This is an optimization exercise on Yosys and OpenROAD, whose aim is small area, not a production implementation.
The RTL was checked by simulation tests, not by an equivalence proof against the original design.

quartz:
// macrow4
module macrow4(
    input clk,
    input reset_n,
    input enX,
    input[3:0] enW,
    input [15:0] X_i,
    input [15:0] W_i,
    output valid_o,
    output [15:0] Y_o
);
Size: about 220 flip-flops, ~56 I/O pins, ~27,000 um^2 of cells after synthesis.
export LEC_CHECK = 0
export ABC_AREA = 1
export CAP_MARGIN = 20
export CORE_MARGIN = 2
export CORE_UTILIZATION = 40
export SLEW_MARGIN = 20
export SYNTH_HIERARCHICAL = 1
create_clock -name core_clock -period 18.0 [get_ports {clk}]
standard.sh (not shown) runs the stock make flow with config.mk's settings and CLKGATE_MAP_FILE= SYNTH_SCRIPT=/design/flow/synth_recipe.tcl, a recipe that flattens the netlist after the stock synthesis.
==> flow/flow/run.sh <==
#!/bin/bash
# Own layout flow: the standard flow (standard.sh) with one change. Synthesis
# maps the combinational logic with an area-oriented ABC script
# (flow/abc_area.script: choice computation, then ABC's area mapper amap) in
# place of ORFS's abc_area.script. The synthesis script itself, the registers,
# floorplan, placement, CTS and routing are the standard flow's.
set -euo pipefail
W=$(pwd)
rm -rf "$W/scripts_abc"
mkdir -p "$W/scripts_abc"
cp -r "$FLOW_HOME/scripts/." "$W/scripts_abc/"
cp "$W/flow/abc_area.script" "$W/scripts_abc/abc_area.script"
# the standard make command, for the synth target, with the copied scripts
sed -e 's|"${@:-finish}"|SCRIPTS_DIR='"$W"'/scripts_abc synth|' standard.sh > synth_abc.sh
grep -q "scripts_abc synth" synth_abc.sh
bash synth_abc.sh > synth.log 2>&1
# the rest of the standard flow, up to the final DEF
bash standard.sh > layout.log 2>&1
==> flow/flow/abc_area.script <==
strash
dch -f
amap
topo
stime -c
What onyx does differently from quartz at the input level:
Settings: an added CTS_CLUSTER_DIAMETER of 100; an added CTS_CLUSTER_SIZE of 30.
==> flow/run.sh (new file) <==
#!/bin/bash
# synth_recipe.tcl (not shown) runs the flow's synth.tcl, then flattens the netlist and writes it again
# the make line also repeats each setting of config.mk as NAME=value (left out here)
make -C /OpenROAD-flow-scripts/flow DESIGN_CONFIG=/design/flow/config.mk WORK_HOME=/design/flow/orfs CLKGATE_MAP_FILE= SYNTH_SCRIPT=/design/flow/synth_recipe.tcl finish
removed: flow/flow/run.sh
removed: flow/flow/abc_area.script
removed: flow/standard.sh
Results
onyx completed every stage of the flow, and the final layout passed the timing, DRC and antenna checks.
Cmp onyx vs quartz: met3 routed wirelength lower in onyx
Non-clock buffer count, quartz and onyx: lower on onyx
The count of clock-buffer cells in the layout number comes out higher for quartz vs onyx.
onyx leaves more setup margin than quartz.
Re die span in x: onyx is 6.5% up on quartz.
In the tables for quartz and onyx, antenna diode instance count reads lower with quartz.
Of quartz and onyx, the run reporting the higher number of CTS-inserted buffers was quartz.
Combined global-route utilization of all metal layers: onyx < quartz
Post-synthesis to final-layout area growth: quartz and onyx compared, higher one is quartz
Maximum frequency came out higher on onyx than on quartz.
The following lists how maple was set up differently from onyx:
Settings: swapping 40 for 30 in CORE_UTILIZATION.
==> flow/flow/run.sh (new file) <==
#!/bin/bash
# Own layout flow: the standard flow (standard.sh) with one change. Synthesis
# maps the combinational logic with an area-oriented ABC script
# (flow/abc_area.script: choice computation, then ABC's area mapper amap) in
# place of ORFS's abc_area.script. The synthesis script itself, the registers,
# floorplan, placement, CTS and routing are the standard flow's.
set -euo pipefail
W=$(pwd)
rm -rf "$W/scripts_abc"
mkdir -p "$W/scripts_abc"
cp -r "$FLOW_HOME/scripts/." "$W/scripts_abc/"
cp "$W/flow/abc_area.script" "$W/scripts_abc/abc_area.script"
# the standard make command, for the synth target, with the copied scripts
sed -e 's|"${@:-finish}"|SCRIPTS_DIR='"$W"'/scripts_abc synth|' standard.sh > synth_abc.sh
grep -q "scripts_abc synth" synth_abc.sh
bash synth_abc.sh > synth.log 2>&1
# the rest of the standard flow, up to the final DEF
bash standard.sh > layout.log 2>&1
==> flow/flow/abc_area.script (new file) <==
strash
dch -f
amap
topo
stime -c
==> flow/standard.sh (new file) <==
#!/bin/bash
# synth_recipe.tcl (not shown) runs the flow's synth.tcl, then flattens the netlist and writes it again
# the make line also repeats each setting of config.mk as NAME=value (left out here)
make -C /OpenROAD-flow-scripts/flow DESIGN_CONFIG=/design/flow/config.mk WORK_HOME=/design/flow/orfs CLKGATE_MAP_FILE= SYNTH_SCRIPT=/design/flow/synth_recipe.tcl "${@:-finish}"
removed: flow/run.sh
--- outcome ---
maple reached the end of the flow, and the finished layout is clean on the timing, DRC and antenna checks. On end-of-flow core utilization: maple sits below onyx. Via count of the first global-routing pass, onyx and maple: higher on onyx. Placement-stage worst setup slack: higher on onyx. maple ends up with a synthesized instance count that is 1,147 lower than in onyx. Area occupied by multi-input gates is lower on maple. Post-synthesis xor/xnor area fraction in maple is 3.3 points lower than in onyx. Taking onyx as the reference, in maple number of standard cells in the layout, taps in and fillers out saw a decrease. Taking onyx as the reference point, the hold slack of maple rises by 4.4 ps.
Changes in garnet relative to maple:
Settings: a deleted CTS_CLUSTER_SIZE that had been 30; a deleted CTS_CLUSTER_DIAMETER that had been 100; a change of CORE_UTILIZATION from 30 to 40.
==> flow/run.sh (new file) <==
#!/bin/bash
# synth_recipe.tcl (not shown) runs the flow's synth.tcl, then flattens the netlist and writes it again
# the make line also repeats each setting of config.mk as NAME=value (left out here)
make -C /OpenROAD-flow-scripts/flow DESIGN_CONFIG=/design/flow/config.mk WORK_HOME=/design/flow/orfs CLKGATE_MAP_FILE= SYNTH_SCRIPT=/design/flow/synth_recipe.tcl finish
removed: flow/flow/run.sh
removed: flow/flow/abc_area.script
removed: flow/standard.sh
garnet ended with every stage complete and zero timing, DRC or antenna violations.
Row wire length after detailed routing: garnet higher / maple lower
In garnet the largest clock skew in the final design turned out 25 ps lower than in maple.
Against maple as the reference, garnet delivers a lower area growth from synthesis to layout.

========
Another version of the RTL of macrow4 (not shown whole).
Size: ~2900 cells after synthesis, about 220 flip-flops, about 56 I/O pins.
==> flow/design.v (excerpt) <==
module macrow4(
    input clk,
    input reset_n,
    input enX,
    input[3:0] enW,
    input [15:0] X_i,
    input [15:0] W_i,
    output valid_o,
    output [15:0] Y_o
);
Settings: LEC_CHECK=0, ABC_AREA=1, CAP_MARGIN=20, CORE_MARGIN=2, CORE_UTILIZATION=40, CTS_CLUSTER_DIAMETER=100, CTS_CLUSTER_SIZE=30, GPL_TIMING_DRIVEN=0, PLACE_DENSITY=0.45, SLEW_MARGIN=20, SYNTH_HIERARCHICAL=1; clock period 18.0 ns.
==> flow/flow/run.sh <==
#!/bin/bash
# Own layout flow: the standard flow (standard.sh) with a different
# mapping of the combinational logic in synthesis. A copy of ORFS's scripts
# is used for the synth target, with three changes:
#   - abc_area.script is flow/abc_area.script: choice computation and ABC's
#     area mapper (amap), twice;
#   - extract_fa looks for full adders only (half adders are left to ABC);
#   - Yosys's synth skips its quick generic ABC pass (-noabc) before that.
# The synthesis script itself (synth_recipe.tcl), and so the registers, and
# floorplan, placement, CTS and routing are the standard flow's, except that
# the buffer that placement puts on every input and output port is the
# smallest buffer, sky130_fd_sc_hd__buf_1 (BUFFER_PORTS_ARGS).
# Each tool's output goes to a log file here: synth.log and layout.log (make),
# and ORFS's own logs under orfs/logs.
set -euo pipefail
W=$(pwd)
S=$W/scripts_abc
rm -rf "$S"
mkdir -p "$S"
cp -r "$FLOW_HOME/scripts/." "$S/"
cp "$W/flow/abc_area.script" "$S/abc_area.script"
sed -i -e 's/^  extract_fa {\*}\[dont_use_extract_fa_args\]$/  extract_fa -fa/' \
       -e 's/^  synth -top \$::env(DESIGN_NAME) -run fine: {\*}\$synth_full_args$/  synth -top $::env(DESIGN_NAME) -run fine: -noabc {*}$synth_full_args/' \
       "$S/synth.tcl"
grep -q '^  extract_fa -fa$' "$S/synth.tcl"
grep -q -- '-run fine: -noabc' "$S/synth.tcl"
# the standard make command, for the synth target, with the copied scripts
sed -e 's|"${@:-finish}"|SCRIPTS_DIR='"$S"' synth|' standard.sh > synth_abc.sh
grep -q "scripts_abc synth" synth_abc.sh
bash synth_abc.sh > synth.log 2>&1
# the rest of the standard flow, up to the final DEF
bash standard.sh BUFFER_PORTS_ARGS="-buffer_cell sky130_fd_sc_hd__buf_1" finish > layout.log 2>&1
==> flow/flow/abc_area.script <==
strash
dch -f
amap -m
strash
dch -f
amap -m
topo
stime -c
The baseline ran to the end with no violations.
Change:
Settings changed: GPL_TIMING_DRIVEN 0 to unset.
Worst hold slack improves by 0.025 ns.
Worst setup slack improved by 0.25 ns.
Via count fell slightly.
Critical path depth goes down by 1.
Die area stays the same.
Routed wire length went up slightly.
Count of clock-buffer cells in the layout goes down by 1.
Design area is lower slightly.
Fmax rises slightly.
Change:
Settings changed: CAP_MARGIN 20 to 10, SLEW_MARGIN 20 to 10.
After rerunning: Clock-buffer cell count rose by 2; via count is about the same; cell count barely changes; first-iteration DRC count is lower by 0.61%; synthesized area is unchanged; sequential cell count is unchanged; core utilization is about the same; worst setup slack is better by 0.18 ns.

separate check: timing with driven ports:
In the flow no input, the clock included, has a driving cell. The finished layouts below were timed again as built, in two steps.
Step 1 (the two cells are an assumption about what drives the block):
set clk [get_ports {clk}]
set_driving_cell -lib_cell sky130_fd_sc_hd__clkbuf_16 $clk
set_driving_cell -lib_cell sky130_fd_sc_hd__buf_2 [delete_from_list [all_inputs] $clk]
Step 2 times the ports against the registers' clock, not the clock port: input delays grow and output delays shrink by t, the midpoint of the rising clock arrivals with the driver on.
Three values: no drivers, after step 1, after step 2; two values: the first two.
run	t (ns)	setup slack, ns	latest minus earliest clock arrival (ns)	worst slew at a driven data input, ns	pins driven straight from the clock port
quartz	0.615	1.827 / 1.827 / 1.827	0.017 / 0.017	0.10	1
onyx	0.590	5.042 / 5.042 / 5.042	0.019 / 0.018	0.10	1
maple	0.582	2.001 / 2.001 / 2.001	0.039 / 0.039	0.12	1
garnet	0.618	5.066 / 5.066 / 5.066	0.017 / 0.018	0.11	1
the first run of note 2	0.590	1.193 / 1.193 / 1.193	0.037 / 0.036	0.05	1
the second run of note 2	0.587	1.446 / 1.446 / 1.446	0.033 / 0.033	0.05	1
the third run of note 2	0.595	1.623 / 1.623 / 1.623	0.048 / 0.049	0.05	1
After both steps setup and hold are still met in every run listed.
